This design comes from an exercise in tuning for small area, a short achievable clock period and few clock cycles on the open sky130 flow, not from production work.
Function was checked by simulation only, so behaviour that the tests miss may differ from the original.
Power figures rest on the tool's default switching activity, not on a simulated workload.

## build 64
## milestone1
module milestone1(
   input  logic        clock,
   input  logic        resetn,
   input  logic [15:0] SRAM_read_data,
   output logic [17:0] SRAM_address,
   output logic [15:0] SRAM_write_data,
   output logic        SRAM_we_n,
   input  logic        M1_start,
   output logic        M1_end
);
Size: roughly 22000 um2 of cells after synthesis.
clock: 11.0 ns
lec_check: 0
cap_margin: 20
core_margin: 2
core_utilization: 70
cts_cluster_diameter: 100
cts_cluster_size: 30
place_density: 0.85
slew_margin: 20
synth_hierarchical: 1
synth_minimum_keep_size: 0
standard.sh (not shown) runs the stock make flow with config.mk's settings and CLKGATE_MAP_FILE= SYNTH_SCRIPT=/design/flow/synth_recipe.tcl, a recipe that flattens the netlist after the stock synthesis.
==> flow/flow/run.sh <==
#!/bin/bash
# The standard layout; the timing repair aims at a tighter setup target
# (repair_timing setup margin), and the clock tree is built without dummy loads.
# Clock and constraints are unchanged.
set -euo pipefail
bash standard.sh SETUP_SLACK_MARGIN=7.7 "CTS_ARGS=-sink_clustering_enable -repair_clock_nets -sink_clustering_size 30 -sink_clustering_max_diameter 100 -dont_use_dummy_load" finish > standard.log 2>&1
Testbench counts of build 64, summed over its fixed seeds: cycles 1,157,880.
## Diff of input files: build 10 against build 64
--- a/flow/config.mk
+++ b/flow/config.mk
@@ -10 +10 @@
-export CORE_UTILIZATION = 70
+export CORE_UTILIZATION = 60
@@ -13 +13 @@
-export PLACE_DENSITY = 0.85
+export PLACE_DENSITY = 0.75
Diff build 10..build 64 | cell internal power dissipation | negligible. Per the comparison of build 10 with build 64, sequential power essentially unchanged; final critical path time including I/O delays and setup essentially unchanged. Relative to build 64, global-route usage has gone down in build 10. When build 10 is set beside build 64, its area added between synthesis and finish turns out to be 0.15 points smaller. Build 10 has number of standard cells in the layout, taps in and fillers out above what build 64 had. The higher total number of vias of build 64 and build 10 is in build 64. Delta (build 10 minus build 64): slew of the pin with the lowest slew margin went up by 12 ps, count of cells resized by post-cts repair moved up. Status: combined flip-flop and latch cell area parity (build 64, build 10).
--- input diff build 10..build 7 ---
--- a/flow/config.mk
+++ b/flow/config.mk
@@ -10 +10 @@
-export CORE_UTILIZATION = 60
+export CORE_UTILIZATION = 40
@@ -13 +12,0 @@
-export PLACE_DENSITY = 0.75
Results
Summary: with build 10 as the reference, power in build 7 moved up slightly. On final setup violation count, build 10 and build 7 are neck and neck. [build 7 vs build 10] final instance area: higher in build 7. Die size: build 7 exceeds build 10. Build 7: combinational group power about 1% above build 10. Comparing build 10 against build 7, there is no change at all in max-capacitance violation count.
The inputs of build 51 differ from those of build 7 as listed below.
--- a/flow/flow/run.sh
+++ b/flow/flow/run.sh
@@ -6 +6 @@
-bash standard.sh SETUP_SLACK_MARGIN=7.7 "CTS_ARGS=-sink_clustering_enable -repair_clock_nets -sink_clustering_size 30 -sink_clustering_max_diameter 100 -dont_use_dummy_load" finish > standard.log 2>&1
+bash standard.sh SETUP_SLACK_MARGIN=7.7 "CTS_ARGS=-sink_clustering_enable -repair_clock_nets -sink_clustering_size 20 -sink_clustering_max_diameter 80 -buf_list sky130_fd_sc_hd__clkbuf_8 -dont_use_dummy_load" finish > standard.log 2>&1
--- a/flow/config.mk
+++ b/flow/config.mk
@@ -10,3 +10,5 @@
-export CORE_UTILIZATION = 40
-export CTS_CLUSTER_DIAMETER = 100
-export CTS_CLUSTER_SIZE = 30
+export CORE_UTILIZATION = 60
+export CTS_BUF_LIST = sky130_fd_sc_hd__clkbuf_8
+export CTS_CLUSTER_DIAMETER = 80
+export CTS_CLUSTER_SIZE = 20
+export PLACE_DENSITY = 0.75
==> results.txt <==
Build 51 completed every stage of the flow, and the final layout passed the timing, DRC and antenna checks.
Re share of total power in the clock network: build 51 is 3.1 points down on build 7.
Build 51 against build 7: cell count now sits lower; count of clock-buffer cells in the layout went up 6.

---

Another version of the RTL of milestone1 (not shown whole).
For scale: roughly 370 flip-flops, ~0.022 sq mm of cells after synthesis.
## milestone1
module milestone1(
   input  logic        clock,
   input  logic        resetn,
   input  logic [15:0] SRAM_read_data,
   output logic [17:0] SRAM_address,
   output logic [15:0] SRAM_write_data,
   output logic        SRAM_we_n,
   input  logic        M1_start,
   output logic        M1_end
);
logic [4:0]  t;
logic        run;
logic        st;          
logic [6:0]  gr;          
logic [15:0] yaddr;       
logic [17:0] waddr;       
wire last_grp = (gr == 7'd79);
wire g78      = (gr == 7'd78);
wire img_done = yaddr[15] & yaddr[12] & yaddr[10] & yaddr[9] & yaddr[1];  
logic [7:0]  win [1:11];   
logic [7:0]  st_u, st_v;   
logic [7:0]  yl;           
logic [8:0]  cu;           
logic [7:0]  py;           
logic [8:0]  pu, pv;
logic [10:0] pu3, pv3;     
logic [7:0]  h1, h2;       
logic clamp5;    
always_ff @(posedge clock) clamp5 <= (t == 5'd9 && g78) || (t == 5'd0 && last_grp);
wire [7:0] tp0 = win[1], tp1 = win[3], tp2 = win[5], tp3 = win[7], tp4 = win[9];
wire [7:0] tp5 = clamp5 ? win[9] : win[11];
wire [8:0] s1 = tp2 + tp3;
wire [8:0] s3 = tp1 + tp4;
wire [8:0] s5 = tp0 + tp5;
wire ip_w1 = tp2[0] ^ tp3[0];
wire ip_w2 = tp2[0] & tp3[0];
wire ip_w4, ip_w3;
fadd u_ip_w3 (.a(tp2[1]), .b(tp3[1]), .c(tp1[3]), .s(ip_w3), .co(ip_w4));
wire ip_w6, ip_w5;
fadd u_ip_w5 (.a(tp1[4]), .b(tp4[3]), .c(tp4[4]), .s(ip_w5), .co(ip_w6));
wire ip_w8, ip_w7;
fadd u_ip_w7 (.a(tp2[0]), .b(tp2[2]), .c(tp3[0]), .s(ip_w7), .co(ip_w8));
wire ip_w10, ip_w9;
fadd u_ip_w9 (.a(tp3[2]), .b(tp1[4]), .c(tp1[5]), .s(ip_w9), .co(ip_w10));
wire ip_w12, ip_w11;
fadd u_ip_w11 (.a(tp4[4]), .b(tp4[5]), .c(tp0[3]), .s(ip_w11), .co(ip_w12));
wire ip_w13 = tp0[5] ^ tp0[7];
wire ip_w14 = tp0[5] & tp0[7];
wire ip_w15 = tp2[1] ^ tp2[3];
wire ip_w16 = tp2[1] | tp2[3];
wire ip_w18, ip_w17;
  ...
Settings: LEC_CHECK=0, CAP_MARGIN=20, CORE_MARGIN=2, CORE_UTILIZATION=40, SLEW_MARGIN=20, SYNTH_HIERARCHICAL=1, SYNTH_MINIMUM_KEEP_SIZE=0; clock period 11.0 ns.
==> flow/flow/run.sh <==
#!/bin/bash
# The standard layout; the timing repair aims at a tighter setup target
# (repair_timing setup margin). Clock and constraints are unchanged.
set -euo pipefail
bash standard.sh SETUP_SLACK_MARGIN=7.8 finish > standard.log 2>&1
The baseline finished clean.
Testbench counts at the start, summed over its fixed seeds: cycles 1,157,880.
Edit:
==> flow/run.sh (new file) <==
#!/bin/bash
# synth_recipe.tcl (not shown) runs the flow's synth.tcl, then flattens the netlist and writes it again
# the make line also repeats each setting of config.mk as NAME=value (left out here)
make -C /OpenROAD-flow-scripts/flow DESIGN_CONFIG=/design/flow/config.mk WORK_HOME=/design/flow/orfs CLKGATE_MAP_FILE= SYNTH_SCRIPT=/design/flow/synth_recipe.tcl finish
--- a/flow/config.mk
+++ b/flow/config.mk
@@ -10,0 +11 @@
+export CTS_BUF_LIST = sky130_fd_sc_hd__clkbuf_4
removed: flow/flow/run.sh
removed: flow/standard.sh
Effect:
- via count went up by 1.0%
- wire length stays flat
- worst setup slack got worse by 0.56 ns
- final area shrinks by 2.9%
Edit:
--- a/flow/config.mk
+++ b/flow/config.mk
@@ -11 +11,2 @@
-export CTS_BUF_LIST = sky130_fd_sc_hd__clkbuf_4
+export CTS_CLUSTER_DIAMETER = 100
+export CTS_CLUSTER_SIZE = 30
Sequential power hardly moves.
Setup slack gets better by 0.24 ns.
Routed wire length falls by 3.1%.
Register-to-register slack barely changes.
Non-clock buffer count does not change.
First-iteration DRC count rises by 15%.
Via count shrinks by 4.0%.
Die area does not change.

separate check: timing with driven ports:
The results above use ideal ports. As a check the final layouts listed here were re-extracted and re-timed, cells and wires unchanged. Step 1: set_driving_cell puts a clkbuf_16 on clock and a buf_2 on each other input, an assumption about the parent block. Step 2 also shifts input and output timing later by t, the mid clock arrival at the registers, as if the neighbouring blocks saw the same clock. Slacks: ideal / step 1 / step 2; pairs: ideal / step 1.
| run | t, ns | slack for setup (ns) | clock arrival spread, ns | slew at the worst register clock pin (ns) |
|---|---|---|---|---|
| build 64 | 0.558 | 7.702 / 7.648 / 7.734 | 0.081 / 0.081 | 0.12 / 0.12 |
| build 10 | 0.559 | 7.704 / 7.652 / 7.764 | 0.073 / 0.073 | 0.11 / 0.11 |
| build 7 | 0.588 | 7.663 / 7.604 / 7.792 | 0.054 / 0.054 | 0.11 / 0.11 |
| build 51 | 0.657 | 7.565 / 7.512 / 7.768 | 0.119 / 0.118 | 0.12 / 0.12 |
| the first run of note 2 | 0.629 | 7.474 / 7.474 / 7.474 | 0.018 / 0.018 | 0.06 / 0.06 |
| the second run of note 2 | 0.865 | 6.917 / 6.867 / 7.249 | 0.070 / 0.069 | 0.07 / 0.07 |
| the third run of note 2 | 0.605 | 7.152 / 7.094 / 7.262 | 0.057 / 0.057 | 0.11 / 0.11 |
After both steps setup and hold are still met in every run listed.
